This design comes from an exercise in tuning for small area on the open sky130 flow, not from production work.
At most, simulation tests tie the RTL to the original design; equivalence was not proved.
Only the layout flow was run in runs 1 and 6; the RTL was not checked for function there.
No activity file was given, so power comes from the tool's default toggle rates.

==> flow/design.v <==
module DECODER_UNIT
(input wire [1:0]            alu_fun,
output wire arith_enable,logic_enable,comp_enable,shift_enable);
assign arith_enable = alu_fun == 2'b00;
assign logic_enable = alu_fun == 2'b01;
assign comp_enable  = alu_fun == 2'b10;
assign shift_enable = alu_fun == 2'b11;
endmodule
module ARITHMATIC_UNIT #(parameter KH = 15, parameter KL = 0, parameter P_TOP = 0)
(
  input wire [15:0]  A,B,
  input wire         mul, div, add,
  input wire [15-KH:0] r_in,    
  output wire [16-KL:0] r_out,  
  output wire [KH:KL] sel);     
wire sub = ~mul & ~add;                  
wire [15:0] mb = B & {16{mul}};          
wire [15:0] nbx = (B ^ {16{sub}}) & {16{~mul}};   
wire [16:0] hz;
assign hz[16] = 1'b1;
genvar k, i;
generate
  for (i = 15; i >= 0; i = i - 1) begin : g_hz
    assign hz[i] = hz[i+1] & ~B[i];
  end
endgenerate
generate
  for (k = KH; k >= KL; k = k - 1) begin : g_stage
    localparam W = 17 - k;
    localparam P = (P_TOP + KH - k) % 2;
    wire [W-1:0] x;        
    wire [W-1:0] r;        
    wire [W-1:0] c;        
    wire lsb = (A[k] & ~mul) ^ P;
    if (k == KH) begin : g_x0
      if (W > 1) begin : g_w
        assign x = {r_in[W-2:0], lsb};
      end else begin : g_w1
        assign x = lsb;
      end
    end else begin : g_x
      assign x = {g_stage[k+1].r[W-2:0], lsb};
    end
    for (i = 0; i < W-1; i = i + 1) begin : g_bit
      if (k > 0) begin : g_c
        ALU_CELL #(.P(P)) U_cell(
          .x(x[i]), .c(i == 0 ? sub ^ P[0] : c[i-1]),
          .a(A[i]), .mb(mb[k]), .nbx(nbx[i]), .sel(sel[k]),
          .co(c[i]), .r(r[i]));
      end else begin : g_c0
        ALU_CELL0 #(.P(P)) U_cell(
          .x(x[i]), .c(i == 0 ? sub ^ P[0] : c[i-1]),
          .a(A[i]), .mb(mb[k]), .nbx(nbx[i]),
          .co(c[i]), .s(r[i]));
      end
    end
    if (k > 0) begin : g_top
      wire st = x[W-1] ^ ((A[W-1] & mb[k]) ^ P[0]) ^ c[W-2];
      if (P == 0) begin : g_p0
        assign r[W-1] = ~(sel[k] & st);
      end else begin : g_p1
        assign r[W-1] = sel[k] & ~st;
      end
      assign sel[k] = mul | (div & hz[16-k] & (c[W-2] ^ P[0]));
    end else begin : g_top0
      assign r[W-1] = x[W-1] ^ (sub ^ P[0]) ^ c[W-2];
      assign sel[0] = c[W-2] ^ P[0];    
    end
  end
endgenerate
assign r_out = g_stage[KL].r;
endmodule
module ALU_CELL #(parameter P = 0)
(
  input wire x, c, a, mb, nbx, sel,
  output wire co, r);
wire y = ((a & mb) | nbx) ^ P[0];
wire s = x ^ y ^ c;
assign co = (x & y) | (c & (x ^ y));
assign r = ~(sel ? s : x);
endmodule
module ALU_CELL0 #(parameter P = 0)
(
  input wire x, c, a, mb, nbx,
  output wire co, s);
wire y = ((a & mb) | nbx) ^ P[0];
assign s = x ^ y ^ c;
assign co = (x & y) | (c & (x ^ y));
endmodule
module LOGIC_UNIT
(
  input wire [15:0]  A,B,
  input wire         logic_enable,
  input wire [1:0]   alu_fun,
  output wire [15:0] logic_out);
wire [15:0] r = alu_fun[0] ? (A | B) : (A & B);
assign logic_out = logic_enable ? (r ^ {16{alu_fun[1]}}) : 16'b0;
endmodule
module comparsion_unit
(
  input wire [16:0]  diff,
  input wire         comp_enable,
  input wire [1:0]   alu_fun,
  output wire [15:0] comp_out);
wire lt = diff[16];
wire eq = ~|diff[15:0];
wire gt = ~lt & ~eq;
assign comp_out = {15'b0, comp_enable & (alu_fun == 2'b01 ? eq :
                                         alu_fun == 2'b10 ? gt :
                                         alu_fun == 2'b11 ? lt : 1'b0)};
endmodule
module shift_unit
(
  input wire [15:0]  A,B,
  input wire         shift_enable,
  input wire [1:0]   alu_fun,
  output wire [15:0] shift_out);
wire [15:0] s = alu_fun[1] ? B : A;
assign shift_out = shift_enable ? (alu_fun[0] ? {s[14:0], 1'b0} : {1'b0, s[15:1]}) : 16'b0;
endmodule
module TOP_VIEW#(parameter alu_width =16)
(
  input wire [alu_width-1:0]    A,B,
  input wire                    clk,rst,
  input wire [3:0]              alu_fun,
  output wire                   arith_flag,carry_out,logic_flag,comp_flag,shift_flag,
  output wire [alu_width-1:0]   arith_out,logic_out,comp_out,shift_out
  );
localparam KS = 5;
localparam P0 = KS % 2;
wire arith_enable, logic_enable, comp_enable, shift_enable;
DECODER_UNIT U_decoder(
  .alu_fun(alu_fun[3:2]),
  .arith_enable(arith_enable),
  .logic_enable(logic_enable),
  .shift_enable(shift_enable),
  .comp_enable(comp_enable)
  );
wire mul_i = arith_enable & alu_fun[1:0] == 2'b10;
wire div_i = arith_enable & alu_fun[1:0] == 2'b11;
wire add_i = arith_enable & alu_fun[1:0] == 2'b00;
wire [16-KS:0] r_mid;
wire [15:KS]   sel_hi;
ARITHMATIC_UNIT #(.KH(15), .KL(KS), .P_TOP((15-KS)%2)) U_arith_hi(
  .A(A), .B(B),
  .mul(mul_i), .div(div_i), .add(add_i),
  .r_in((15-KS)%2 == 1),
  .r_out(r_mid),
  .sel(sel_hi)
  );
reg [KS-1:0]   a_lo;
reg [15-KS:0]  h_r;        
reg [15:0]     b_r;
reg [16-KS:0]  r_r;        
reg [1:0]      fun_r;
reg            arith_en, logic_en, comp_en, shift_en;
always @(posedge clk) begin
  a_lo  <= A[KS-1:0];
  h_r   <= div_i ? sel_hi : A[15:KS];
  b_r   <= B;
  r_r   <= r_mid;
  fun_r <= alu_fun[1:0];
end
always @(posedge clk or negedge rst) begin
  if (!rst) begin
    arith_en <= 1'b0;
    logic_en <= 1'b0;
    comp_en  <= 1'b0;
    shift_en <= 1'b0;
  end else begin
    arith_en <= arith_enable;
    logic_en <= logic_enable;
    comp_en  <= comp_enable;
    shift_en <= shift_enable;
  end
end
assign arith_flag = arith_en;
assign logic_flag = logic_en;
assign comp_flag  = comp_en;
assign shift_flag = shift_en;
wire [15:0] a_r = {h_r, a_lo};
wire div_sel = fun_r == 2'b11;
wire [16:0] sum_p;
wire [16:0] sum = sum_p ^ {17{P0 == 1}};
wire [KS-1:0] sel_lo;
ARITHMATIC_UNIT #(.KH(KS-1), .KL(0), .P_TOP(1)) U_arith_lo(
  .A(a_r), .B(b_r),
  .mul(arith_en & fun_r == 2'b10),
  .div(arith_en & div_sel),
  .add(arith_en & fun_r == 2'b00),
  .r_in(r_r),
  .r_out(sum_p),
  .sel(sel_lo)
  );
assign arith_out = arith_en ? (div_sel ? {h_r, sel_lo} : sum[15:0]) : 16'b0;
assign carry_out = arith_en & ~div_sel & sum[16];
LOGIC_UNIT U_logic(
  .A(a_r),
  .B(b_r),
  .logic_enable(logic_en),
  .alu_fun(fun_r),
  .logic_out(logic_out)
  );
comparsion_unit U_comp(
  .diff(sum),
  .comp_enable(comp_en),
  .alu_fun(fun_r),
  .comp_out(comp_out)
  );
shift_unit U_shift(
  .A(a_r),
  .B(b_r),
  .shift_enable(shift_en),
  .alu_fun(fun_r),
  .shift_out(shift_out)
  );
endmodule
==> flow/flow/run.sh <==
#!/bin/bash
# Layout flow: the standard flow (standard.sh), with two changes.
#  - Synthesis is the standard flow's synthesis script, except that ABC maps the logic
#    with the area-oriented script in flow/abc_area.script instead of
#    ORFS's default.  Registers are untouched by ABC, so they are the same
#    as in the standard synthesis.
#  - Port buffers are sky130_fd_sc_hd__buf_1; the resizer still sizes them
#    up where timing or slew needs it.
# Each tool's output goes to a log file in this folder.
set -euo pipefail
HERE=$(pwd)
FLOWDIR=$HERE/flow

# ORFS's synth.tcl with the abc call replaced
sed 's#^\(\s*\)log_cmd abc {\*}$abc_args$#\1log_cmd abc -script '"$FLOWDIR"'/abc_area.script {*}$lib_args {*}$lib_dont_use_args#' \
  "$FLOW_HOME/scripts/synth.tcl" > "$HERE/synth_area.tcl"
grep -q "abc_area.script {\*}\$lib_args" "$HERE/synth_area.tcl"

# The standard flow's synthesis script, sourcing that copy
sed 's#^source \$::env(SCRIPTS_DIR)/synth.tcl$#source '"$HERE"'/synth_area.tcl#' \
  "$HERE/synth_recipe.tcl" > "$HERE/synth_recipe_area.tcl"
grep -q "synth_area.tcl" "$HERE/synth_recipe_area.tcl"

# standard.sh, using that synthesis script
sed 's#SYNTH_SCRIPT=[^ ]*synth_recipe.tcl#SYNTH_SCRIPT='"$HERE"'/synth_recipe_area.tcl#' \
  "$HERE/standard.sh" > "$HERE/standard_area.sh"
grep -q "synth_recipe_area.tcl" "$HERE/standard_area.sh"

export BUFFER_PORTS_ARGS="-buffer_cell sky130_fd_sc_hd__buf_1"
bash "$HERE/standard_area.sh" > "$HERE/flow.log" 2>&1
==> flow/flow/abc_area.script <==
strash
dch
map -a
topo
==> flow/standard.sh <==
#!/bin/bash
# synth_recipe.tcl (not shown) runs the flow's synth.tcl, then flattens the netlist and writes it again
# the make line also repeats each setting of config.mk as NAME=value (left out here)
make -C /OpenROAD-flow-scripts/flow DESIGN_CONFIG=/design/flow/config.mk WORK_HOME=/design/flow/orfs CLKGATE_MAP_FILE= SYNTH_SCRIPT=/design/flow/synth_recipe.tcl "${@:-finish}"
==> flow/config.mk <==
export PLATFORM = sky130hd
export DESIGN_NAME = TOP_VIEW
export DESIGN_NICKNAME = TOP_VIEW
export VERILOG_FILES = /design/flow/design.v
export SDC_FILE = /design/flow/constraint.sdc
export NUM_CORES = 4
export LEC_CHECK = 0
export CAP_MARGIN = 20
export CORE_MARGIN = 2
export CORE_UTILIZATION = 40
export SLEW_MARGIN = 20
==> flow/constraint.sdc <==
create_clock -name core_clock -period 36.0 [get_ports {clk}]
set_input_delay 7.2000 -clock core_clock [delete_from_list [all_inputs] [get_ports {clk}]]
set_output_delay 7.2000 -clock core_clock [all_outputs]
set_load 0.01 [all_outputs]
==> out/metrics.cfg, run 1 <==
[outcome]
status = finished clean

[grt]
grt-ovfl-total = 0
grt_use_total_pct = 26.3
antenna_found_initial = 0
grt_max_degree = 36
grt_pass1_vias = 8047
grt_pass1_wl_mm = 44.9

[synthesis]
synth_ff_type = dfxtp_1
syn_inst = 1108
yosysTopAreaCellShare_pct = 33.1
synth_seq_area_share_pct = 12.4
synthTopCellsByArea = fa_1 (33%), o21ai_0 (11%), dfxtp_1 (11%)
synth-warning-count = 1
synth.avg_cell_area_um2 = 7.42
synthTopCellsByCount = nand2_1 (196), o21ai_0 (188), clkinv_1 (158), fa_1 (136), a21oi_1 (113)
yosysUniqueCellTypes = 28
synth_most_common_cell = nand2_1
synthArstFlopShare_pct = 8.00
syn_area_mm2 = 0.00822
yosysTopAreaCell = fa_1
synth_edf_count = 0
ys_ff_latch = 50

[floorplan]
die_area_mm2 = 0.0217
coreArea_mm2 = 0.0202
rows = 52
die_w_um = 147
die_h_um = 147
io_pins = 107
start_util_pct = 40.8

[clock_tree]
clk_pin_slew_ns = 0.07
cts_tree = yes
clockRootBuffer = clkbuf_16
clockBufferDepth = 2
clock-sinks = 50
htree_levels = 2
cts_buffers = 5

[power_and_ir_drop]
combPwrFrac_pct = 61.7
leakage_nw = 3.60
seqPwrFrac_pct = 21.1
internal_power_mw = 0.168
ir_worst_vdd_mv = 0.0198
power_density_mw_per_mm2 = 31.9
sw_frac_of_total_pct = 45.7
pwr-share-clk_pct = 17.2
p_switching_mw = 0.142

[sta]
setup_viol = 0
finalCritPeriodShare_pct = 97.1
slew_violations = 0
fmax_mhz = 28.6
worst_slew_pin_slew_ns = 0.898
period_minus_slack_ns = 34.95
max-slew-margin-rel_pct = 39.5
finalHoldViolations = 0

[routing]
wire_per_inst_um = 18.6
drt-pass1-iter-count = 5
antenna_left = 0
avgViaCountPerCell = 5.43
vias = 8308
drt_iter0_markers = 571
drc = 0
totalWireLength_mm = 28.4

[setup_path]
worstSetupPathType = reg -> out
cp_common_cell = fa_1
worst_path_max_delay_cell = fa_1
worstPathRequired_ns = 28.80
cp-end-kind = primary output
start_kind = register
critPathMaxStageDelay_ns = 0.45
crit_arrival_ns = 27.75
path_max_fanout = 11

[final_layout]
syn_to_final_growth_pct = 18.1
final_nets = 1434
stdcell_count = 1531
regArea_mm2 = 0.00103
num_antenna_cells = 0
nFillCells = 2139
multi_input_area_mm2 = 0.00676
fin_util_pct = 48.1
drive_gt1_share_pct = 10.7

[place]
dp_hpwl_mm = 23.4
portBuffers = 91
routabilityCongestion = 0.923
dp_cells = 1509

[flow_run]
drv_cap = 0

[hold_path]
hp-class = in -> async

[flip-flops by register name (all words and copies together), names as in the netlist]
name,cells
a_lo,5
arith_en,1
b_r,16
comp_en,1
fun_r,2
h_r,11
logic_en,1
r_r,12
shift_en,1
[placed cells by master, fill, tap and decap left out, types with 8 or more instances in the layout]
master,n
nand2_1,192
buf_4,51
o22ai_1,16
o21bai_1,10
clkinv_1,149
o21ai_1,9
mux2i_1,28
dfxtp_1,44
a21oi_1,110
nand3_1,26
nor2_1,84
xor2_1,21
o21ai_0,176
a31oi_1,16
nor3_1,8
fa_1,112
buf_1,90
conb_1,15
fa_2,24
[critical path, delay by kind of cell, from the launching register on]
family | cells | cell delay, ns
flops | 1 | 0.41
fa+ha+maj | 66 | 22.84
simple gates | 19 | 1.93
buf+inv | 18 | 1.57
compound gates | 6 | 0.73
[stage by stage]
step           power, mW  hold slack (ns)  TNS, ns  setup slack [ns]  instance area (um2)
4_1_cts            0.305             6.72        0            0.0337                 9420
3_3_place_gp       0.248             7.03   -0.530            -0.479                 9160
5_1_grt            0.343             6.73  -0.0136           -0.0109                 9710
2_1_floorplan      0.198             6.90        0            0.0526                 8280
6_report           0.310             6.72        0              1.05                 9710
3_5_place_dp       0.249             7.03   -0.674            -0.566                 9160
[kinds of logic after synthesis]
group / count (synthesis) / share of synthesized area [%]
AND/OR/NAND/NOR: 336 / 16.2
AO/OA/AOI/OAI: 348 / 22.2
buffers and inverters: 173 / 8.58
multiplexers: 36 / 4.44
other: 1 / 0.0456
XOR/XNOR: 28 / 2.98
adder cells (fa/ha/maj): 136 / 33.1
flip-flops: 50 / 12.4
[path summary, 6_finish.rpt]
| check | startpoint | to | slack, ns | cells past startpoint |
|---|---|---|---|---|
| max in group asynchronous | rst | arith_en | 29.09 | 1 |
| max | fun_r[0] | comp_out[0] | 1.05 | 109 |
| min | rst | comp_en | 6.72 | 1 |
| min in group core_clock | B[11] | b_r[11] | 7.03 | 1 |
[power groups by stage]
stage	Clock [mW]	Combinational [mW]	Sequential, mW
after floorplan	0	0.133	0.0651
after global placement	0	0.181	0.0664
after detailed placement	0	0.183	0.0665
after CTS	0.0545	0.185	0.0653
after global routing	0.0565	0.221	0.0659
final	0.0533	0.191	0.0654
[layer usage]
metal,track usage (%),up-vias,wire [um]
met5,0,-,0
met4,6.63,0,606
met3,2.33,41,1670
met2,44.3,291,13800
met1,36.8,4013,12300
li1,-,3963,-
[what timing repair did]
action / in CTS / in global routing
pin swaps: 2 / 9
hold buffers: 0 / 0
resized for setup: 25 / 65
buffers inserted: 3 / 11
endpoints found under the setup margin: 4 / 18
[layout make-up]
| type | count | share of cell area, % |
|---|---|---|
| Tap cell | 270 | 3.48 |
| Sequential cell | 50 | 10.6 |
| Multi-Input combinational cell | 899 | 69.7 |
| Timing Repair Buffer | 146 | 8.12 |
| Inverter | 158 | 6.38 |
| Clock buffer | 5 | 1.29 |
| Clock inverter | 3 | 0.490 |
==> inputs of run 2 (changes only) <==
--- a/flow/design.v
+++ b/flow/design.v
@@ -9,13 +9,12 @@
 module ARITHMATIC_UNIT #(parameter KH = 15, parameter KL = 0, parameter P_TOP = 0)
 (
   input wire [15:0]  A,B,
-  input wire         mul, div, add,
+  input wire         mul, div, add,    
   input wire [15-KH:0] r_in,    
   output wire [16-KL:0] r_out,  
   output wire [KH:KL] sel);     
-wire sub = ~mul & ~add;                  
 wire [15:0] mb = B & {16{mul}};          
-wire [15:0] nbx = (B ^ {16{sub}}) & {16{~mul}};   
+wire [15:0] nbd = ~B & {16{~mul}};       
 wire [16:0] hz;
 assign hz[16] = 1'b1;
 genvar k, i;
@@ -41,20 +40,13 @@
     end else begin : g_x
       assign x = {g_stage[k+1].r[W-2:0], lsb};
     end
-    for (i = 0; i < W-1; i = i + 1) begin : g_bit
-      if (k > 0) begin : g_c
+    if (k > 0) begin : g_mid
+      for (i = 0; i < W-1; i = i + 1) begin : g_bit
         ALU_CELL #(.P(P)) U_cell(
-          .x(x[i]), .c(i == 0 ? sub ^ P[0] : c[i-1]),
-          .a(A[i]), .mb(mb[k]), .nbx(nbx[i]), .sel(sel[k]),
+          .x(x[i]), .c(i == 0 ? ~mul ^ P[0] : c[i-1]),
+          .a(A[i]), .mb(mb[k]), .nb(nbd[i]), .sel(sel[k]),
           .co(c[i]), .r(r[i]));
-      end else begin : g_c0
-        ALU_CELL0 #(.P(P)) U_cell(
-          .x(x[i]), .c(i == 0 ? sub ^ P[0] : c[i-1]),
-          .a(A[i]), .mb(mb[k]), .nbx(nbx[i]),
-          .co(c[i]), .s(r[i]));
-      end
-    end
-    if (k > 0) begin : g_top
+      end
       wire st = x[W-1] ^ ((A[W-1] & mb[k]) ^ P[0]) ^ c[W-2];
       if (P == 0) begin : g_p0
         assign r[W-1] = ~(sel[k] & st);
@@ -62,7 +54,15 @@
         assign r[W-1] = sel[k] & ~st;
       end
       assign sel[k] = mul | (div & hz[16-k] & (c[W-2] ^ P[0]));
-    end else begin : g_top0
+    end else begin : g_last
+      wire sub = ~mul & ~add;
+      wire [15:0] nb0 = (B ^ {16{sub}}) & {16{~mul}};
+      for (i = 0; i < W-1; i = i + 1) begin : g_bit
+        ALU_CELL0 #(.P(P)) U_cell(
+          .x(x[i]), .c(i == 0 ? sub ^ P[0] : c[i-1]),
+          .a(A[i]), .mb(mb[k]), .nb(nb0[i]),
+          .co(c[i]), .s(r[i]));
+      end
       assign r[W-1] = x[W-1] ^ (sub ^ P[0]) ^ c[W-2];
       assign sel[0] = c[W-2] ^ P[0];    
     end
@@ -72,18 +72,18 @@
 endmodule
 module ALU_CELL #(parameter P = 0)
 (
-  input wire x, c, a, mb, nbx, sel,
+  input wire x, c, a, mb, nb, sel,
   output wire co, r);
-wire y = ((a & mb) | nbx) ^ P[0];
+wire y = ((a & mb) | nb) ^ P[0];
 wire s = x ^ y ^ c;
 assign co = (x & y) | (c & (x ^ y));
 assign r = ~(sel ? s : x);
 endmodule
 module ALU_CELL0 #(parameter P = 0)
 (
-  input wire x, c, a, mb, nbx,
+  input wire x, c, a, mb, nb,
   output wire co, s);
-wire y = ((a & mb) | nbx) ^ P[0];
+wire y = ((a & mb) | nb) ^ P[0];
 assign s = x ^ y ^ c;
 assign co = (x & y) | (c & (x ^ y));
 endmodule
@@ -96,14 +96,14 @@
 wire [15:0] r = alu_fun[0] ? (A | B) : (A & B);
 assign logic_out = logic_enable ? (r ^ {16{alu_fun[1]}}) : 16'b0;
 endmodule
-module comparsion_unit
+module comparsion_unit #(parameter P = 0)
 (
   input wire [16:0]  diff,
   input wire         comp_enable,
   input wire [1:0]   alu_fun,
   output wire [15:0] comp_out);
-wire lt = diff[16];
-wire eq = ~|diff[15:0];
+wire lt = diff[16] ^ P[0];
+wire eq = P ? &diff[15:0] : ~|diff[15:0];
 wire gt = ~lt & ~eq;
 assign comp_out = {15'b0, comp_enable & (alu_fun == 2'b01 ? eq :
                                          alu_fun == 2'b10 ? gt :
@@ -201,8 +201,8 @@
   .alu_fun(fun_r),
   .logic_out(logic_out)
   );
-comparsion_unit U_comp(
-  .diff(sum),
+comparsion_unit #(.P(P0)) U_comp(
+  .diff(sum_p),
   .comp_enable(comp_en),
   .alu_fun(fun_r),
   .comp_out(comp_out)
--- a/flow/config.mk
+++ b/flow/config.mk
@@ -5,7 +5,9 @@
 export SDC_FILE = /design/flow/constraint.sdc
 export NUM_CORES = 4
 export LEC_CHECK = 0
-export CAP_MARGIN = 20
+export CAP_MARGIN = 5
 export CORE_MARGIN = 2
 export CORE_UTILIZATION = 40
-export SLEW_MARGIN = 20
+export CTS_BUF_LIST = sky130_fd_sc_hd__clkbuf_8
+export SLEW_MARGIN = 5
+export SYNTH_HIERARCHICAL = 1
==> run 2 against run 1 <==
Effect of this change: combinational power increased by 7%; total power decreased by 0.33%; die area decreased by 1.9%; global-route usage decreased by 2.5 points; core utilization increased by 2.6 points; highest routed layer unchanged.
==> out/metrics.cfg, run 2 <==
[synthesis]
synth-warning-count = 7  ; +6
syn_inst = 862  ; -22%
syn_area_mm2 = 0.00806  ; -2.0%
synth.avg_cell_area_um2 = 9.35  ; +26%

[final_layout]
num_antenna_cells = 0  ; unchanged
drive_gt1_share_pct = 29.9  ; +19 points
nFillCells = 1885  ; -12%
largest_register_ffs = 16  ; unchanged
final_common_cell = mux2i_1
top_register = b_r
reg_top3 = b_r (16), r_r (12), h_r (11)
final_cell_mix = mux2i_1 (121), fa_2 (119), a21oi_1 (104), nand2_1 (93), buf_1 (90)
stdcell_count = 1282  ; -16%
final_area_mm2 = 0.00994  ; +2.4%
syn_to_final_growth_pct = 23.3
final_nets = 1190  ; -17%

[sta]
max-slew-margin-rel_pct = 30.1  ; -9.4 points
hold_ws_ns = 6.68  ; -0.0398 ns
setup_ws_ns = 0.566  ; -0.483 ns
setup_viol = 0  ; unchanged
slew_violations = 0  ; unchanged
tns_ns = 0  ; unchanged
finalCritPeriodShare_pct = 98.4  ; +1.3 points
finalHoldViolations = 0  ; unchanged
fmax_mhz = 28.2  ; -1.4%
worst_slew_pin_slew_ns = 1.04  ; +0.147 ns
period_minus_slack_ns = 35.43  ; +0.483 ns

[grt]
antenna_found_initial = 0  ; unchanged
grt_pass1_vias = 7081  ; -12%
grt_max_degree = 54  ; +50%
grt_use_total_pct = 23.8  ; -2.5 points
grt_pass1_wl_mm = 40.1  ; -11%
grt-ovfl-total = 0  ; unchanged

[setup_path]
path_max_fanout = 5  ; -6
critPathMaxStageDelay_ns = 0.53  ; +0.08 ns
cp_common_cell = fa_2
worst_path_max_delay_cell = fa_1
crit_arrival_ns = 28.23  ; +0.48 ns
cp-end-kind = primary output
worstPathRequired_ns = 28.80  ; about the same
start_kind = register
worstSetupPathType = reg -> out

[routing]
drt-pass1-iter-count = 4  ; -1
drt_iter0_markers = 402  ; -30%
wire_per_inst_um = 20.1  ; +8.3%
totalWireLength_mm = 25.8  ; -9.3%
vias = 7068  ; -15%
drc = 0  ; unchanged
antenna_left = 0  ; unchanged
avgViaCountPerCell = 5.51  ; +1.6%

[clock_tree]
clockBufferDepth = 2  ; unchanged
clockRootBuffer = clkbuf_8
clk_pin_slew_ns = 0.10  ; +0.03 ns
cts_tree = yes
cts_buffers = 5  ; unchanged
htree_levels = 2  ; unchanged
clock-sinks = 50  ; unchanged

[place]
placed_area_mm2 = 0.00954  ; +4.2%
routabilityCongestion = 0.873  ; -5.5%
dp_hpwl_mm = 20.1  ; -14%
portBuffers = 91  ; unchanged
preCtsSetupSlack_ns = -0.128  ; +0.438 ns
dp_cells = 1246  ; -17%

[floorplan]
start_util_pct = 41.1  ; +0.37 points
coreArea_mm2 = 0.0196  ; -2.9%
io_pins = 107  ; unchanged
die_area_mm2 = 0.0213  ; -1.9%
rows = 51  ; -1.9%
die_w_um = 146  ; -0.97%
die_h_um = 146  ; -0.97%

[power_and_ir_drop]
leakage_nw = 3.53  ; -1.7%
ir_worst_vdd_mv = 0.0143  ; -28%
power_density_mw_per_mm2 = 31.1  ; -2.6%

[outcome]
status = finished clean

[hold_path]
hp-class = in -> async

[flow_run]
drv_cap = 0  ; unchanged

[run 2: cell types whose count changed in the layout (fill, tap and decap cells not counted), moves of 10 or more]
cell / previous run / this run
o21ai_0: 176 / 50
clkinv_1: 149 / 38
nand2_1: 192 / 93
fa_1: 112 / 17
fa_2: 24 / 119
mux2i_1: 28 / 121
a21o_2: 0 / 64
nand3_1: 26 / 3
nor2_1: 84 / 63
a31oi_1: 16 / 0
maj3_1: 0 / 16
mux2i_2: 1 / 12
o21bai_1: 10 / 0
[run 2: stage by stage]
step                      power (mW)  utilization [%]
after floorplan                0.221                -
after global placement         0.268             48.7
after detailed placement       0.272             48.7
after CTS                      0.307             49.2
after global routing           0.342             50.7
final                          0.309             50.7
[run 2: critical path: cells and delay by family (launching register included)]
kind / cells / cell delay, ns
multiplexers: 4 / 0.64
AND/OR/NAND/NOR: 8 / 1.23
adder cells (fa/ha/maj): 66 / 24.19
flip-flops: 1 / 0.39
buffers and inverters: 4 / 0.51
AO/OA/AOI/OAI: 4 / 0.93
[run 2: final timing paths]
check	start	depth (start not counted)	to
min in group core_clock	B[14]	1	b_r[14]
min	rst	1	comp_en
max	arith_en	86	comp_out[0]
max in group asynchronous	rst	1	logic_en
[run 2: metal layers]
metal / vias to the layer above / track usage, % / share of wire (%)
li1: 3309 / - / -
met1: 3511 / 33.8 / 45
met2: 212 / 38.7 / 48
met3: 36 / 2.70 / 4.9
met4: 0 / 6.18 / 2.0
met5: - / 0 / 0
[run 2: area by class of cell]
class	count	area, um2	share of cell area (%)
timing repair buffer	147	812	8.17
tap	265	332	3.34
sequential	50	1020	10.3
clock inverter	3	28.8	0.290
inverter	44	186	1.88
clock buffer	5	68.8	0.692
multi-input combinational	768	7490	75.3
[run 2: power breakdown]
| part | switching [mW] | total, mW | internal (mW) |
|---|---|---|---|
| Sequential | 0.00860 | 0.0692 | 0.0606 |
| Combinational | 0.114 | 0.204 | 0.0900 |
| Clock | 0.0210 | 0.0356 | 0.0146 |
[run 2: timing repair]
item                       4_1_cts  5_1_grt
setup endpoints to repair        0       15
buffers inserted                 0       26
hold buffers                     0        0
gates resized for setup          0       20
hold endpoints to repair         0        0
==> inputs of run 3 (changes only) <==
==> flow/flow/abc_area.script (replaced) <==
strash
dch
amap
topo
--- a/flow/config.mk
+++ b/flow/config.mk
@@ -10,4 +10,3 @@
 export CORE_UTILIZATION = 40
 export CTS_BUF_LIST = sky130_fd_sc_hd__clkbuf_8
 export SLEW_MARGIN = 5
-export SYNTH_HIERARCHICAL = 1
==> run 3 against run 2 <==
Effect of this change: critical endpoint unchanged; setup slack improved by 0.54 ns; wire length rose by 3.3%; maximum frequency rose by 1.5%; first-iteration DRC count rose by 70%; sequential power fell by 6.8%; via count rose by 12%; synthesized area fell by 2.1%; final cell count rose by 8.0%; total power fell by 9.5%.
==> out/metrics.cfg, run 3 <==
[outcome]
status = finished clean

[synthesis]
synthArstFlopShare_pct = 8.00
synth_edf_count = 0
synth.avg_cell_area_um2 = 8.08  ; -14%
synth_ff_type = dfxtp_1
synthAdderAreaFrac_pct = 34.5
synth_xor_area_share_pct = 0.444
synthTopCellsByCount = fa_1 (136), clkinv_1 (134), o22ai_1 (133), nor2_1 (128), o21ai_0 (124)
yosys.area_share.simple_pct = 13.2
synth_seq_area_share_pct = 12.9
syn_area_mm2 = 0.00789  ; -2.1%
yosysUniqueCellTypes = 35
yosysTopAreaCell = fa_1
yosysTopAreaCellShare_pct = 34.5
synth-warning-count = 1  ; -6
synth_compound_gate_area_share_pct = 31.0
synth_most_common_cell = fa_1
ys_ff_latch = 50
synthTopCellsByArea = fa_1 (35%), dfxtp_1 (12%), o22ai_1 (11%)
syn_inst = 976  ; +13%
yosys-mux-area-fraction_pct = 0
synth_top_family_by_area = adder cells

[sta]
worst_slew_pin_slew_ns = 0.800  ; -0.245 ns
max-slew-margin-rel_pct = 46.7  ; +17 points
setup_viol = 0  ; unchanged
finalHoldViolations = 0  ; unchanged
fmax_mhz = 28.7  ; +1.5%
tns_ns = 0  ; unchanged
hold_ws_ns = 6.70  ; +0.0168 ns
finalCritPeriodShare_pct = 96.9  ; -1.5 points
period_minus_slack_ns = 34.89  ; -0.540 ns
slew_violations = 0  ; unchanged

[power_and_ir_drop]
ir_worst_vdd_mv = 0.0153  ; +6.6%
leakage_nw = 3.20  ; -9.4%
combPwrFrac_pct = 62.9  ; -3.2 points
sw_frac_of_total_pct = 45.7  ; -0.81 points
seqPwrFrac_pct = 23.1  ; +0.7 points
pwr-share-clk_pct = 14.0  ; +2.5 points
power_density_mw_per_mm2 = 30.1  ; -3.0%
p_switching_mw = 0.128  ; -11%
internal_power_mw = 0.152  ; -8.1%
p_total_mw = 0.280  ; -9.5%

[setup_path]
critPathBufInv = 12  ; +8
worst_path_max_delay_cell = fa_1
start_kind = register
crit_family = adder cells
path_max_fanout = 16  ; +11
worstSetupPathType = reg -> out
crit_arrival_ns = 27.69  ; -0.54 ns
cp-end-kind = primary output
worstPathRequired_ns = 28.80  ; about the same
cp_common_cell = fa_1
critPathMaxStageDelay_ns = 0.46  ; -0.07 ns

[final_layout]
largest_register_ffs = 16  ; unchanged
num_antenna_cells = 0  ; unchanged
final_cell_mix = o22ai_1 (128), clkinv_1 (123), nor2_1 (121), o21ai_0 (119), fa_1 (110)
top_register = b_r
final_nets = 1293  ; +8.7%
syn_to_final_growth_pct = 17.6
reg_top3 = b_r (16), r_r (12), h_r (11)
drive_gt1_share_pct = 11.0  ; -19 points
final_common_cell = o22ai_1
final_area_mm2 = 0.00928  ; -6.7%
nFillCells = 1984  ; +5.3%

[grt]
grt_pass1_vias = 7513  ; +6.1%
grt_use_total_pct = 25.6  ; +1.8 points
grt-ovfl-total = 0  ; unchanged
antenna_found_initial = 0  ; unchanged
grt_max_degree = 44  ; -19%
grt_pass1_wl_mm = 41.5  ; +3.7%

[clock_tree]
htree_levels = 2  ; unchanged
clockRootBuffer = clkbuf_8
clockBufferDepth = 2  ; unchanged
clock-sinks = 50  ; unchanged
cts_buffers = 5  ; unchanged
cts_tree = yes
cts_hold_buf = 0  ; unchanged
clk_pin_slew_ns = 0.10  ; about the same

[flow_run]
drv_cap = 0  ; unchanged

[floorplan]
die_h_um = 144  ; -1.0%
io_pins = 107  ; unchanged
start_util_pct = 40.7  ; -0.48 points
die_w_um = 144  ; -1.0%
rows = 51  ; unchanged
coreArea_mm2 = 0.0194  ; -0.98%
die_area_mm2 = 0.0209  ; -2.1%

[hold_path]
hp-class = in -> async

[routing]
totalWireLength_mm = 26.6  ; +3.3%
wire_per_inst_um = 19.2  ; -4.4%
vias = 7932  ; +12%
drt_iter0_markers = 685  ; +70%
antenna_left = 0  ; unchanged
avgViaCountPerCell = 5.73  ; +3.9%
drt-pass1-iter-count = 5  ; +1
drc = 0  ; unchanged

[place]
dp_hpwl_mm = 21.7  ; +8.1%
routabilityCongestion = 0.949  ; +8.7%
placed_area_mm2 = 0.00894  ; -6.3%
portBuffers = 91  ; unchanged

==> run 3: metrics by stage <==
step | setup WS (ns) | cells | util, %
3_5_place_dp | -0.308 | 1374 | 46.1
3_3_place_gp | 0.326 | 1374 | 46.1
2_1_floorplan | 0.0199 | 990 | -
6_report | 1.11 | 1385 | 47.8
4_1_cts | 0.0657 | 1382 | 46.7
5_1_grt | -0.120 | 1385 | 47.8
==> run 3: path summary, 6_finish.rpt <==
kind | startpoint | to | slack, ns | cells past startpoint
min in group core_clock | A[3] | a_lo[3] | 7.02 | 1
max | fun_r[0] | comp_out[0] | 1.11 | 100
max in group asynchronous | rst | shift_en | 29.12 | 1
min | rst | logic_en | 6.70 | 1
==> run 3: power groups by stage <==
stage / combinational, mW / sequential, mW / clock [mW]
global route: 0.202 / 0.0650 / 0.0420
global placement: 0.167 / 0.0655 / 0
CTS: 0.169 / 0.0643 / 0.0398
detailed placement: 0.168 / 0.0656 / 0
floorplan: 0.126 / 0.0647 / 0
finish: 0.176 / 0.0645 / 0.0393
==> run 3: area by class of cell <==
type	count	area, um2	area share (%)
clock buffer	5	68.8	0.742
sequential	50	1020	11.0
tap	265	332	3.57
timing repair buffer	137	696	7.50
multi-input combinational	791	6590	71.1
clock inverter	3	45.0	0.486
inverter	134	518	5.58
==> run 3: timing repair <==
| item | 4_1_cts | 5_1_grt |
|---|---|---|
| pin swaps | 0 | 9 |
| resized for setup | 1 | 61 |
| setup endpoints to repair | 1 | 18 |
| setup buffers | 0 | 3 |
| gates cloned | 0 | 0 |
| hold endpoints to repair | 0 | 0 |
==> run 3: logic make-up (layout without fill, tap and decap cells) <==
group | Yosys count | in the layout
AO/OA/AOI/OAI | 386 | 386
other | 1 | 15
adder cells (fa/ha/maj) | 136 | 136
XOR/XNOR | 4 | 4
flip-flops | 50 | 50
AND/OR/NAND/NOR | 250 | 250
buffers and inverters | 149 | 279
==> run 3: metal layers <==
metal	global-route usage (%)	routed length [um]	vias to the layer above
li1	-	-	3736
met1	35.9	11700	3838
met2	41.7	12700	300
met3	2.58	1480	58
met4	8.58	761	0
met5	0	0	-
==> inputs of run 4 (changes only) <==
==> flow/flow/abc_area.script (replaced) <==
strash
dch -f
amap
topo
==> run 4 against run 3 <==
Effect of this change: clock power is 12% lower; final cell count is 0.79% higher; hold slack worse by 0.0052 ns; sequential share of layout area is 0.054 points higher; non-clock buffer count is 9 lower; wire length is 2.2% higher; synthesized cell count is 2.0% higher; cell area is 0.49% lower; via count is 1.2% higher; global-route usage is 0.44 points higher; core utilization is 0.23 points lower.
==> out/metrics.cfg, run 4 <==
[sta]
finalCritPeriodShare_pct = 97.2  ; +0.26 points
slew_violations = 0  ; unchanged
tns_ns = 0  ; unchanged
fmax_mhz = 28.6  ; -0.27%
setup_viol = 0  ; unchanged
worst_slew_pin_slew_ns = 0.710  ; -0.0895 ns
hold_ws_ns = 6.69  ; -0.00524 ns
max-slew-margin-rel_pct = 52.6  ; +6.0 points
finalHoldViolations = 0  ; unchanged
period_minus_slack_ns = 34.99  ; +0.0948 ns

[place]
dp_cells = 1381  ; +0.51%
placed_area_mm2 = 0.00880  ; -1.6%
portBuffers = 91  ; unchanged
dp_hpwl_mm = 21.6  ; -0.45%
routabilityCongestion = 0.923  ; -2.7%

[grt]
grt_pass1_vias = 7625  ; +1.5%
grt_pass1_wl_mm = 42.1  ; +1.3%
grt-ovfl-total = 0  ; unchanged
antenna_found_initial = 0  ; unchanged
grt_max_degree = 48  ; +9.1%
grt_use_total_pct = 26.1  ; +0.44 points

[final_layout]
stdcell_count = 1396  ; +0.79%
final_common_cell = o21ai_0
final_nets = 1304  ; +0.85%
final_cell_mix = o21ai_0 (150), clkinv_1 (137), o22ai_1 (125), nor2_1 (117), fa_1 (108)
nFillCells = 1966  ; -0.91%
reg_top3 = b_r (16), r_r (12), h_r (11)
largest_register_ffs = 16  ; unchanged
final_area_mm2 = 0.00923  ; -0.49%
num_antenna_cells = 0  ; unchanged
fin_util_pct = 47.6  ; -0.23 points
top_register = b_r
syn_to_final_growth_pct = 16.9
drive_gt1_share_pct = 10.7  ; -0.28 points

[clock_tree]
cts_buffers = 5  ; unchanged
clockBufferDepth = 2  ; unchanged
cts_tree = yes
clk_pin_slew_ns = 0.10  ; about the same
clock-sinks = 50  ; unchanged
clockRootBuffer = clkbuf_8
htree_levels = 2  ; unchanged

[synthesis]
syn_inst = 996  ; +2.0%
yosysUniqueCellTypes = 34  ; -2.9%
synthTopCellsByCount = o21ai_0 (152), clkinv_1 (147), o22ai_1 (137), fa_1 (136), nor2_1 (122)
yosysTopAreaCell = fa_1
synth.avg_cell_area_um2 = 7.93  ; -1.9%
syn_area_mm2 = 0.00790  ; +0.13%
synth_seq_area_share_pct = 12.9  ; -0.016 points
synthTopCellsByArea = fa_1 (34%), dfxtp_1 (12%), o22ai_1 (11%)
synth_ff_type = dfxtp_1
synth-warning-count = 1  ; unchanged
synthArstFlopShare_pct = 8.00  ; unchanged
synth_most_common_cell = o21ai_0
ys_ff_latch = 50  ; unchanged
synth_edf_count = 0  ; unchanged
yosysTopAreaCellShare_pct = 34.5  ; -0.044 points

[setup_path]
start_kind = register
crit_arrival_ns = 27.79  ; +0.10 ns
path_max_fanout = 6  ; -10
worstSetupPathType = reg -> out
worst_path_max_delay_cell = fa_1
critPathMaxStageDelay_ns = 0.47  ; about the same
cp-end-kind = primary output
cp_common_cell = fa_1
worstPathRequired_ns = 28.80  ; about the same

[routing]
drt-pass1-iter-count = 5  ; unchanged
antenna_left = 0  ; unchanged
wire_per_inst_um = 19.5  ; +1.4%
vias = 8024  ; +1.2%
totalWireLength_mm = 27.2  ; +2.2%
avgViaCountPerCell = 5.75  ; +0.36%
drc = 0  ; unchanged
drt_iter0_markers = 669  ; -2.3%

[floorplan]
rows = 51  ; unchanged
die_area_mm2 = 0.0209  ; +0.12%
die_h_um = 145  ; about the same
io_pins = 107  ; unchanged
coreArea_mm2 = 0.0194  ; unchanged
start_util_pct = 40.7  ; +0.052 points
die_w_um = 145  ; about the same

[power_and_ir_drop]
leakage_nw = 3.16  ; -1.3%
ir_worst_vdd_mv = 0.0169  ; +11%
power_density_mw_per_mm2 = 29.8  ; -1.1%

[flow_run]
drv_cap = 0  ; unchanged

[hold_path]
hp-class = in -> async

[outcome]
status = finished clean

## run 4: routing by layer
metal  vias up  routed length, um  GRT usage (%)
li1       3771                  -              -
met1      3883              11700           36.7
met2       325              13200           43.7
met3        45               1730           1.46
met4         0                605           7.20
met5         -                  0              0
## run 4: logic make-up after synthesis
family / Yosys count / share of synthesized area [%]
flip-flops: 50 / 12.9
AND/OR/NAND/NOR: 246 / 13.0
other: 1 / 0.0475
XOR/XNOR: 3 / 0.333
AO/OA/AOI/OAI: 398 / 30.8
buffers and inverters: 162 / 8.41
adder cells (fa/ha/maj): 136 / 34.5
## run 4: worst max path at each step
stage                         from           to  cells past startpoint
after floorplan              B[15]      r_r[10]                    103
after global placement    arith_en  comp_out[0]                    100
after detailed placement     B[14]       r_r[9]                    105
after CTS                 arith_en  comp_out[0]                    100
after global routing         B[14]       r_r[9]                    108
final                     fun_r[1]  comp_out[0]                    100
## run 4: power by group
| part | internal (mW) | total [mW] | switching (mW) | leakage [nW] |
|---|---|---|---|---|
| Sequential | 0.0601 | 0.0644 | 0.00430 | 0.439 |
| Clock | 0.0145 | 0.0345 | 0.0200 | 0.0506 |
| Combinational | 0.0695 | 0.176 | 0.107 | 2.67 |
| Total | 0.144 | 0.275 | 0.131 | 3.16 |
## run 4: final cells by class
type | instances | area (um2) | area share (%)
multi-input cells | 798 | 6580 | 71.3
flip-flops and latches | 50 | 1020 | 11.1
repair buffers | 128 | 628 | 6.80
inverters | 147 | 568 | 6.15
well taps | 265 | 332 | 3.59
clock buffers | 5 | 68.8 | 0.746
clock inverters | 3 | 28.8 | 0.312
## run 4: through the flow
stage | power [mW] | setup slack [ns]
after CTS | 0.269 | 0.000602
final | 0.275 | 1.01
after global routing | 0.304 | -0.0274
after floorplan | 0.189 | 0.118
after global placement | 0.230 | 0.111
after detailed placement | 0.233 | -0.604
## run 4: worst max-delay path: cells and delay by family (launching register included)
| family | cells | cell delay (ns) |
|---|---|---|
| DFF | 1 | 0.37 |
| buffers and inverters | 15 | 1.30 |
| and+or+nand+nor | 12 | 1.61 |
| adders and majority gates | 66 | 23.19 |
| AOI/OAI and AO/OA | 7 | 0.95 |
## run 4: repair_timing
| action | in CTS | in global routing |
|---|---|---|
| buffers inserted | 0 | 7 |
| pin swaps | 1 | 12 |
| hold buffers | 0 | 0 |
| endpoints found under the setup margin | 12 | 18 |
| gates resized for setup | 7 | 69 |
==> inputs of run 5 (changes only) <==
==> flow/flow/abc_area.script (replaced) <==
strash
dch
map -a
topo
--- a/flow/config.mk
+++ b/flow/config.mk
@@ -10,3 +10,4 @@
 export CORE_UTILIZATION = 40
 export CTS_BUF_LIST = sky130_fd_sc_hd__clkbuf_8
 export SLEW_MARGIN = 5
+export SYNTH_HIERARCHICAL = 0
==> run 5 against run 4 <==
Effect of this change: maximum frequency about the same; core utilization fell by 1.0 points; count of clock-buffer cells in the layout did not move; flip-flop and latch count stayed put; total power increased by 1.9%; non-clock buffer count is 1 higher; largest cell class unchanged; largest power group unchanged.
==> out/metrics.cfg, run 5 <==
[synthesis]
synth_most_common_cell = nand2_1
synthAdderAreaFrac_pct = 33.5  ; -0.95 points
ys_ff_latch = 50  ; unchanged
yosysTopAreaCellShare_pct = 33.5  ; -0.95 points
synth_top_family_by_area = adder cells
synthTopCellsByCount = nand2_1 (199), o21ai_0 (157), clkinv_1 (140), fa_1 (136), nor2_1 (127)
synth.avg_cell_area_um2 = 7.46  ; -5.9%
synth_edf_count = 0  ; unchanged
syn_area_mm2 = 0.00812  ; +2.8%
syn_inst = 1088  ; +9.2%
synth_compound_gate_area_share_pct = 21.0  ; -9.8 points
synthTopCellsByArea = fa_1 (34%), dfxtp_1 (11%), o21ai_0 (9.7%)
yosysTopAreaCell = fa_1
synth-warning-count = 1  ; unchanged
synth_xor_area_share_pct = 3.13  ; +2.8 points
synth_seq_area_share_pct = 12.6  ; -0.36 points
synthArstFlopShare_pct = 8.00  ; unchanged
yosys.area_share.simple_pct = 17.6  ; +4.6 points
yosysUniqueCellTypes = 27  ; -21%
synth_ff_type = dfxtp_1
yosys-mux-area-fraction_pct = 4.21  ; +4.2 points

[flow_run]
drv_cap = 0  ; unchanged

[sta]
finalHoldViolations = 0  ; unchanged
fmax_mhz = 28.6  ; about the same
max-slew-margin-rel_pct = 51.7  ; -0.98 points
worst_slew_pin_slew_ns = 0.722  ; +0.0120 ns
setup_viol = 0  ; unchanged
slew_violations = 0  ; unchanged
period_minus_slack_ns = 34.98  ; -0.00450 ns
finalCritPeriodShare_pct = 97.2  ; about the same

[final_layout]
final_common_cell = nand2_1
reg_top3 = b_r (16), r_r (12), h_r (11)
num_antenna_cells = 0  ; unchanged
largest_register_ffs = 16  ; unchanged
stdcell_count = 1494  ; +7.0%
syn_to_final_growth_pct = 15.2
drive_gt1_share_pct = 9.15  ; -1.5 points
final_nets = 1397  ; +7.1%
final_cell_mix = nand2_1 (196), o21ai_0 (148), clkinv_1 (132), nor2_1 (117), fa_1 (107)
top_register = b_r

[place]
portBuffers = 91  ; unchanged
routabilityCongestion = 0.947  ; +2.6%
dp_hpwl_mm = 22.7  ; +4.9%
dp_cells = 1477  ; +7.0%

[clock_tree]
clockRootBuffer = clkbuf_8
clk_pin_slew_ns = 0.10  ; about the same
clockBufferDepth = 2  ; unchanged
clock-sinks = 50  ; unchanged
cts_hold_buf = 0  ; unchanged
cts_buffers = 5  ; unchanged
htree_levels = 2  ; unchanged
cts_tree = yes

[setup_path]
start_kind = register
worstPathRequired_ns = 28.80  ; about the same
cp-end-kind = primary output
worst_path_max_delay_cell = fa_1
crit_arrival_ns = 27.78  ; about the same
worstSetupPathType = reg -> out
cp_common_cell = fa_1
path_max_fanout = 20  ; +14
critPathMaxStageDelay_ns = 0.48  ; about the same

[floorplan]
die_area_mm2 = 0.0215  ; +2.8%
die_h_um = 146  ; +1.4%
coreArea_mm2 = 0.0201  ; +3.6%
start_util_pct = 40.4  ; -0.31 points
die_w_um = 146  ; +1.4%
rows = 52  ; +2.0%
io_pins = 107  ; unchanged

[grt]
grt_max_degree = 37  ; -23%
grt_pass1_vias = 7934  ; +4.1%
grt-ovfl-total = 0  ; unchanged
antenna_found_initial = 0  ; unchanged
grt_pass1_wl_mm = 43.2  ; +2.7%
grt_use_total_pct = 25.3  ; -0.74 points

[routing]
wire_per_inst_um = 18.2  ; -6.8%
avgViaCountPerCell = 5.44  ; -5.4%
antenna_left = 0  ; unchanged
drc = 0  ; unchanged
drt-pass1-iter-count = 5  ; unchanged
totalWireLength_mm = 27.1  ; -0.25%
vias = 8126  ; +1.3%
drt_iter0_markers = 685  ; +2.4%

[power_and_ir_drop]
leakage_nw = 3.48  ; +10%
ir_worst_vdd_mv = 0.0134  ; -21%
power_density_mw_per_mm2 = 30.0  ; +0.53%
p_total_mw = 0.280  ; +1.9%

[outcome]
status = finished clean

[hold_path]
hp-class = in -> async

run 5: metrics by stage:
stage / area [um2] / setup TNS [ns] / setup WS [ns] / hold WS, ns / util (%)
floorplan: 8190 / -0.124 / -0.124 / 6.90 / -
global placement: 8980 / -0.195 / -0.195 / 7.04 / 44.7
detailed placement: 8980 / -0.319 / -0.319 / 7.04 / 44.7
CTS: 9130 / 0 / 0.0153 / 6.70 / 45.4
global route: 9360 / -1.13 / -0.136 / 6.72 / 46.5
finish: 9360 / 0 / 1.02 / 6.71 / 46.5
run 5: where the power goes:
part / switching, mW / total [mW] / internal [mW]
registers: 0.00565 / 0.0659 / 0.0602
clock network: 0.0182 / 0.0390 / 0.0208
logic: 0.107 / 0.176 / 0.0690
run 5: final timing paths:
| path | slack [ns] | from | cells after the start | to |
|---|---|---|---|---|
| max in group asynchronous | 29.10 | rst | 1 | shift_en |
| worst max-delay path | 1.02 | fun_r[1] | 107 | comp_out[0] |
| worst min-delay path | 6.71 | rst | 1 | logic_en |
| min in group core_clock | 7.03 | B[7] | 1 | b_r[7] |
run 5: area by class of cell:
type                    instances  area [um2]
clock buffers                   5        68.8
clock inverters                 3        43.8
fillers                      2102       10700
inverters                     140         542
multi-input cells             897        6680
flip-flops and latches         50        1020
well taps                     270         338
repair buffers                129         658
run 5: critical path, delay by kind of cell, from the launching register on:
kind	cells	cell delay, ns
and+or+nand+nor	19	1.93
DFF	1	0.35
adders and majority gates	66	22.84
buffers and inverters	17	1.63
AOI/OAI and AO/OA	5	0.68
run 5: what timing repair did:
| action | in CTS | in global routing |
|---|---|---|
| pin swaps | 0 | 8 |
| endpoints found under the setup margin | 3 | 19 |
| buffers inserted | 0 | 9 |
| gates resized for setup | 16 | 61 |
run 5: kinds of logic after synthesis:
family          count (synthesis)
flops                          50
mux                            34
compound gates                317
other cells                     1
buf+inv                       155
simple gates                  366
xor+xnor                       29
fa+ha+maj                     136
run 5: layer usage:
layer  vias to the layer above  share of wire (%)  track usage, %
li1                       3866                  -               -
met1                      3903                 44            36.5
met2                       311                 47            41.1
met3                        46                7.0            2.13
met4                         0                2.6            6.80
met5                         -                  0               0
==> inputs of run 6 (changes only) <==
--- a/flow/design.v
+++ b/flow/design.v
@@ -41,11 +41,19 @@
       assign x = {g_stage[k+1].r[W-2:0], lsb};
     end
     if (k > 0) begin : g_mid
+      wire nsel;
       for (i = 0; i < W-1; i = i + 1) begin : g_bit
-        ALU_CELL #(.P(P)) U_cell(
-          .x(x[i]), .c(i == 0 ? ~mul ^ P[0] : c[i-1]),
-          .a(A[i]), .mb(mb[k]), .nb(nbd[i]), .sel(sel[k]),
-          .co(c[i]), .r(r[i]));
+        if (P == 0) begin : g_p
+          ALU_CELL_P U_cell(
+            .x(x[i]), .c(i == 0 ? ~mul : c[i-1]),
+            .a(A[i]), .mb(mb[k]), .nb(nbd[i]), .sel(sel[k]), .nsel(nsel),
+            .co(c[i]), .r(r[i]));
+        end else begin : g_n
+          ALU_CELL_N U_cell(
+            .x(x[i]), .c(i == 0 ? mul : c[i-1]),
+            .a(A[i]), .mb(mb[k]), .nb(nbd[i]), .sel(sel[k]), .nsel(nsel),
+            .co(c[i]), .r(r[i]));
+        end
       end
       wire st = x[W-1] ^ ((A[W-1] & mb[k]) ^ P[0]) ^ c[W-2];
       if (P == 0) begin : g_p0
@@ -54,14 +62,22 @@
         assign r[W-1] = sel[k] & ~st;
       end
       assign sel[k] = mul | (div & hz[16-k] & (c[W-2] ^ P[0]));
+      assign nsel = ~sel[k];
     end else begin : g_last
       wire sub = ~mul & ~add;
       wire [15:0] nb0 = (B ^ {16{sub}}) & {16{~mul}};
       for (i = 0; i < W-1; i = i + 1) begin : g_bit
-        ALU_CELL0 #(.P(P)) U_cell(
-          .x(x[i]), .c(i == 0 ? sub ^ P[0] : c[i-1]),
-          .a(A[i]), .mb(mb[k]), .nb(nb0[i]),
-          .co(c[i]), .s(r[i]));
+        if (P == 0) begin : g_p
+          ALU_CELL0_P U_cell(
+            .x(x[i]), .c(i == 0 ? sub : c[i-1]),
+            .a(A[i]), .mb(mb[k]), .nb(nb0[i]),
+            .co(c[i]), .s(r[i]));
+        end else begin : g_n
+          ALU_CELL0_N U_cell(
+            .x(x[i]), .c(i == 0 ? ~sub : c[i-1]),
+            .a(A[i]), .mb(mb[k]), .nb(nb0[i]),
+            .co(c[i]), .s(r[i]));
+        end
       end
       assign r[W-1] = x[W-1] ^ (sub ^ P[0]) ^ c[W-2];
       assign sel[0] = c[W-2] ^ P[0];    
@@ -70,20 +86,37 @@
 endgenerate
 assign r_out = g_stage[KL].r;
 endmodule
-module ALU_CELL #(parameter P = 0)
-(
-  input wire x, c, a, mb, nb, sel,
+module ALU_CELL_P
+(
+  input wire x, c, a, mb, nb, sel, nsel,
   output wire co, r);
-wire y = ((a & mb) | nb) ^ P[0];
+wire y = (a & mb) | nb;
 wire s = x ^ y ^ c;
 assign co = (x & y) | (c & (x ^ y));
-assign r = ~(sel ? s : x);
-endmodule
-module ALU_CELL0 #(parameter P = 0)
+assign r = ~((sel | x) & (nsel | s));
+endmodule
+module ALU_CELL_N
+(
+  input wire x, c, a, mb, nb, sel, nsel,
+  output wire co, r);
+wire y = ~((a & mb) | nb);
+wire s = x ^ y ^ c;
+assign co = (x & y) | (c & (x ^ y));
+assign r = ~((sel | x) & (nsel | s));
+endmodule
+module ALU_CELL0_P
 (
   input wire x, c, a, mb, nb,
   output wire co, s);
-wire y = ((a & mb) | nb) ^ P[0];
+wire y = (a & mb) | nb;
+assign s = x ^ y ^ c;
+assign co = (x & y) | (c & (x ^ y));
+endmodule
+module ALU_CELL0_N
+(
+  input wire x, c, a, mb, nb,
+  output wire co, s);
+wire y = ~((a & mb) | nb);
 assign s = x ^ y ^ c;
 assign co = (x & y) | (c & (x ^ y));
 endmodule
--- a/flow/flow/run.sh
+++ b/flow/flow/run.sh
@@ -4,6 +4,9 @@
 #    with the area-oriented script in flow/abc_area.script instead of
 #    ORFS's default.  Registers are untouched by ABC, so they are the same
 #    as in the standard synthesis.
+#  - The adder cells of the array (modules ALU_CELL_*) keep their hierarchy
+#    through ABC, so each is mapped on its own; the netlist is flattened
+#    before the layout as usual.
 #  - Port buffers are sky130_fd_sc_hd__buf_1; the resizer still sizes them
 #    up where timing or slew needs it.
 # Each tool's output goes to a log file in this folder.
@@ -27,4 +30,5 @@
 grep -q "synth_recipe_area.tcl" "$HERE/standard_area.sh"
 
 export BUFFER_PORTS_ARGS="-buffer_cell sky130_fd_sc_hd__buf_1"
+export SYNTH_KEEP_MODULES="ALU_CELL_P ALU_CELL_N ALU_CELL0_N"
 bash "$HERE/standard_area.sh" > "$HERE/flow.log" 2>&1
==> flow/flow/abc_area.script (replaced) <==
strash; dch; map -a; topo
--- a/flow/config.mk
+++ b/flow/config.mk
@@ -10,4 +10,3 @@
 export CORE_UTILIZATION = 40
 export CTS_BUF_LIST = sky130_fd_sc_hd__clkbuf_8
 export SLEW_MARGIN = 5
-export SYNTH_HIERARCHICAL = 0
==> run 6 against run 5 <==
Effect of this change: synthesized area decreased by 5.7%; still clean on timing, DRC and antenna; critical path depth shrank 14; cell area increased by 4.2%; non-clock buffer count rose by 43; total power grew 7.3%; combinational power up 12%.
==> out/metrics.cfg, run 6 <==
[clock_tree]
cts_buffers = 5  ; unchanged
clockRootBuffer = clkbuf_8
clock-sinks = 50  ; unchanged
cts_tree = yes
clockBufferDepth = 2  ; unchanged
cts_hold_buf = 0  ; unchanged
htree_levels = 2  ; unchanged
clk_pin_slew_ns = 0.10  ; about the same

[grt]
grt_pass1_vias = 7815  ; -1.5%
grt_pass1_wl_mm = 43.6  ; +0.85%
grt-ovfl-total = 0  ; unchanged
antenna_found_initial = 1  ; +1
grt_use_total_pct = 28.1  ; +2.8 points
grt_max_degree = 63  ; +70%

[flow_run]
drv_cap = 0  ; unchanged

[routing]
antenna_left = 0  ; unchanged
drt_iter0_markers = 739  ; +7.9%
vias = 7859  ; -3.3%
wire_per_inst_um = 21.5  ; +18%
drt-pass1-iter-count = 5  ; unchanged
totalWireLength_mm = 28.4  ; +4.5%
drc = 0  ; unchanged
avgViaCountPerCell = 5.94  ; +9.3%

[setup_path]
worstSetupPathType = reg -> out
worst_path_max_delay_cell = fa_2
start_kind = register
cp-end-kind = primary output
worstPathRequired_ns = 28.80  ; about the same
cp_common_cell = fa_2
crit_arrival_ns = 28.20  ; +0.42 ns
path_max_fanout = 4  ; -80%
critPathMaxStageDelay_ns = 0.59  ; +0.11 ns

[final_layout]
final_area_mm2 = 0.00975  ; +4.2%
syn_to_final_growth_pct = 27.3
final_common_cell = a21oi_1
largest_register_ffs = 16  ; unchanged
drive_gt1_share_pct = 33.3  ; +24 points
final_nets = 1261  ; -9.7%
fin_util_pct = 52.0  ; +5.4 points
reg_top3 = b_r (16), r_r (12), h_r (11)
top_register = b_r
nFillCells = 1829  ; -13%
stdcell_count = 1322  ; -12%
final_cell_mix = a21oi_1 (136), fa_2 (122), o22ai_1 (120), buf_1 (90), buf_4 (80)
num_antenna_cells = 0  ; unchanged

[synthesis]
syn_area_mm2 = 0.00766  ; -5.7%
synth_seq_area_share_pct = 13.3  ; +0.76 points
synth_edf_count = 0  ; unchanged
yosysUniqueCellTypes = 20  ; -26%
yosysTopAreaCell = fa_1
synthTopCellsByArea = fa_1 (36%), dfxtp_1 (12%), o22ai_1 (12%)
synth_most_common_cell = o22ai_1
yosysTopAreaCellShare_pct = 35.5  ; +2.0 points
synth_ff_type = dfxtp_1
synth.avg_cell_area_um2 = 8.44  ; +13%
ys_ff_latch = 50  ; unchanged
synthTopCellsByCount = o22ai_1 (141), a21oi_1 (137), fa_1 (136), nor2_1 (88), clkinv_1 (79)
synth-warning-count = 1  ; unchanged
syn_inst = 908  ; -17%
synthArstFlopShare_pct = 8.00  ; unchanged

[floorplan]
die_area_mm2 = 0.0203  ; -5.5%
die_h_um = 142  ; -2.8%
coreArea_mm2 = 0.0188  ; -6.6%
die_w_um = 142  ; -2.8%
io_pins = 107  ; unchanged
start_util_pct = 40.8  ; +0.42 points
rows = 50  ; -3.8%

[sta]
hold_ws_ns = 6.69  ; -0.0121 ns
grt_setup_unrepaired = yes
setup_viol = 0  ; unchanged
fmax_mhz = 28.3  ; -1.2%
finalHoldViolations = 0  ; unchanged
worst_slew_pin_slew_ns = 1.03  ; +0.308 ns
max-slew-margin-rel_pct = 31.1  ; -21 points
setup_ws_ns = 0.603  ; -0.412 ns
slew_violations = 0  ; unchanged
finalCritPeriodShare_pct = 98.3  ; +1.1 points
tns_ns = 0  ; unchanged
period_minus_slack_ns = 35.40  ; +0.412 ns

[power_and_ir_drop]
seqPwrFrac_pct = 22.8  ; -0.7 points
combPwrFrac_pct = 65.7  ; +3.1 points
internal_power_mw = 0.163  ; +8.8%
sw_frac_of_total_pct = 45.8  ; -0.73 points
p_switching_mw = 0.138  ; +5.7%
ir_worst_vdd_mv = 0.0155  ; +16%
leakage_nw = 3.53  ; +1.6%
pwr-share-clk_pct = 11.6  ; -2.3 points
p_total_mw = 0.301  ; +7.3%
power_density_mw_per_mm2 = 30.9  ; +3.0%

[place]
placed_area_mm2 = 0.00922  ; +2.7%
dp_cells = 1283  ; -13%
routabilityCongestion = 0.956  ; +0.94%
preCtsSetupSlack_ns = -0.0464  ; +0.273 ns
dp_hpwl_mm = 22.0  ; -3.0%
portBuffers = 91  ; unchanged

[hold_path]
hp-class = in -> async

[outcome]
status = finished clean

## run 6: area by class of cell
cell class / count / area (um2) / share of cell area, %
Inverter: 79 / 350 / 3.59
Timing Repair Buffer: 172 / 955 / 9.79
Tap cell: 234 / 293 / 3.00
Clock buffer: 5 / 68.8 / 0.706
Timing Repair inverter: 1 / 6.26 / 0.0642
Sequential cell: 50 / 1030 / 10.5
Clock inverter: 3 / 26.3 / 0.269
Multi-Input combinational cell: 778 / 7020 / 72.0
## run 6: final timing paths
kind                       startpoint     endpoint  slack (ns)
setup / recovery             fun_r[1]  comp_out[0]        0.60
hold / removal                    rst     shift_en        6.69
max in group asynchronous         rst     arith_en       29.11
min in group core_clock          B[0]       b_r[0]        7.02
## run 6: cells by family (layout without fill, tap and decap cells)
family / after synthesis / in the layout / synth area share, %
AO/OA/AOI/OAI: 413 / 413 / 32.7
XOR/XNOR: 31 / 31 / 3.54
adder cells (fa/ha/maj): 136 / 136 / 35.5
buffers and inverters: 94 / 260 / 5.34
flip-flops: 50 / 50 / 13.3
other: 1 / 15 / 0.0490
AND/OR/NAND/NOR: 183 / 183 / 9.51
## run 6: routing by layer
metal,up-vias,track usage (%),wire [um]
li1,3613,-,-
met4,2,7.87,841
met1,3861,39.0,12000
met5,-,0,13
met3,58,3.63,1950
met2,325,46.3,13500
## run 6: worst max-delay path: cells and delay by family (launching register included)
| family | cells | cell delay (ns) |
|---|---|---|
| AND/OR/NAND/NOR | 15 | 1.85 |
| adder cells (fa/ha/maj) | 66 | 24.63 |
| AO/OA/AOI/OAI | 6 | 0.57 |
| buffers and inverters | 6 | 0.44 |
| flip-flops | 1 | 0.37 |
## run 6: timing repair
| action | 4_1_cts | 5_1_grt |
|---|---|---|
| setup endpoints to repair | 2 | 16 |
| setup buffers | 8 | 22 |
| cloned | 0 | 1 |
| resized for setup | 6 | 39 |
| pin swaps | 24 | 59 |
## run 6: power by group through the flow
stage | clock network [mW] | registers, mW | logic [mW]
2_1_floorplan | 0 | 0.0670 | 0.140
3_3_place_gp | 0 | 0.0697 | 0.184
3_5_place_dp | 0 | 0.0696 | 0.187
4_1_cts | 0.0352 | 0.0683 | 0.190
5_1_grt | 0.0371 | 0.0692 | 0.221
6_report | 0.0348 | 0.0685 | 0.198
## run 6: per-module statistics from Yosys, one instance, submodules excluded
module / copies in the design / cell area (um2)
ALU_CELL0_N: 16 / 25.0
ALU_CELL_N: 56 / 31.3
ALU_CELL_P: 64 / 35.0
TOP_VIEW: 1 / 3270

[re-timing with driven ports]
No port has a modelled driver above. Below, the same layouts with a new extraction and two added sets of constraints.
Step 1, drivers: a clkbuf_16 drives clk and a buf_2 each remaining input, both assumed.
Step 2, shift: input delay + t, output delay - t, t = (earliest + latest rising clock arrival at the registers) / 2. This alone moves slack from input paths to output paths.
a / b / c = ideal / step 1 / step 2; a / b = the first two.
run	t (ns)	setup slack, ns	worst setup path at the end	worst data-port slew with drivers (ns)	pins driven straight from the clock port
run 1	0.321	1.049 / 1.014 / 1.114	input to register	0.04	1
run 2	0.347	0.566 / 0.535 / 0.612	input to register	0.03	1
run 3	0.335	1.106 / 1.075 / 0.835	input to register	0.05	1
run 4	0.335	1.011 / 0.983 / 0.868	input to register	0.05	1
run 5	0.325	1.016 / 0.990 / 1.230	input to register	0.04	1
run 6	0.337	0.603 / 0.574 / 0.623	input to register	0.04	1
After both steps setup and hold are still met in every run listed. For run 3, which loses most, drivers alone change the setup slack by -0.031 ns; drivers and shift together by -0.271 ns.
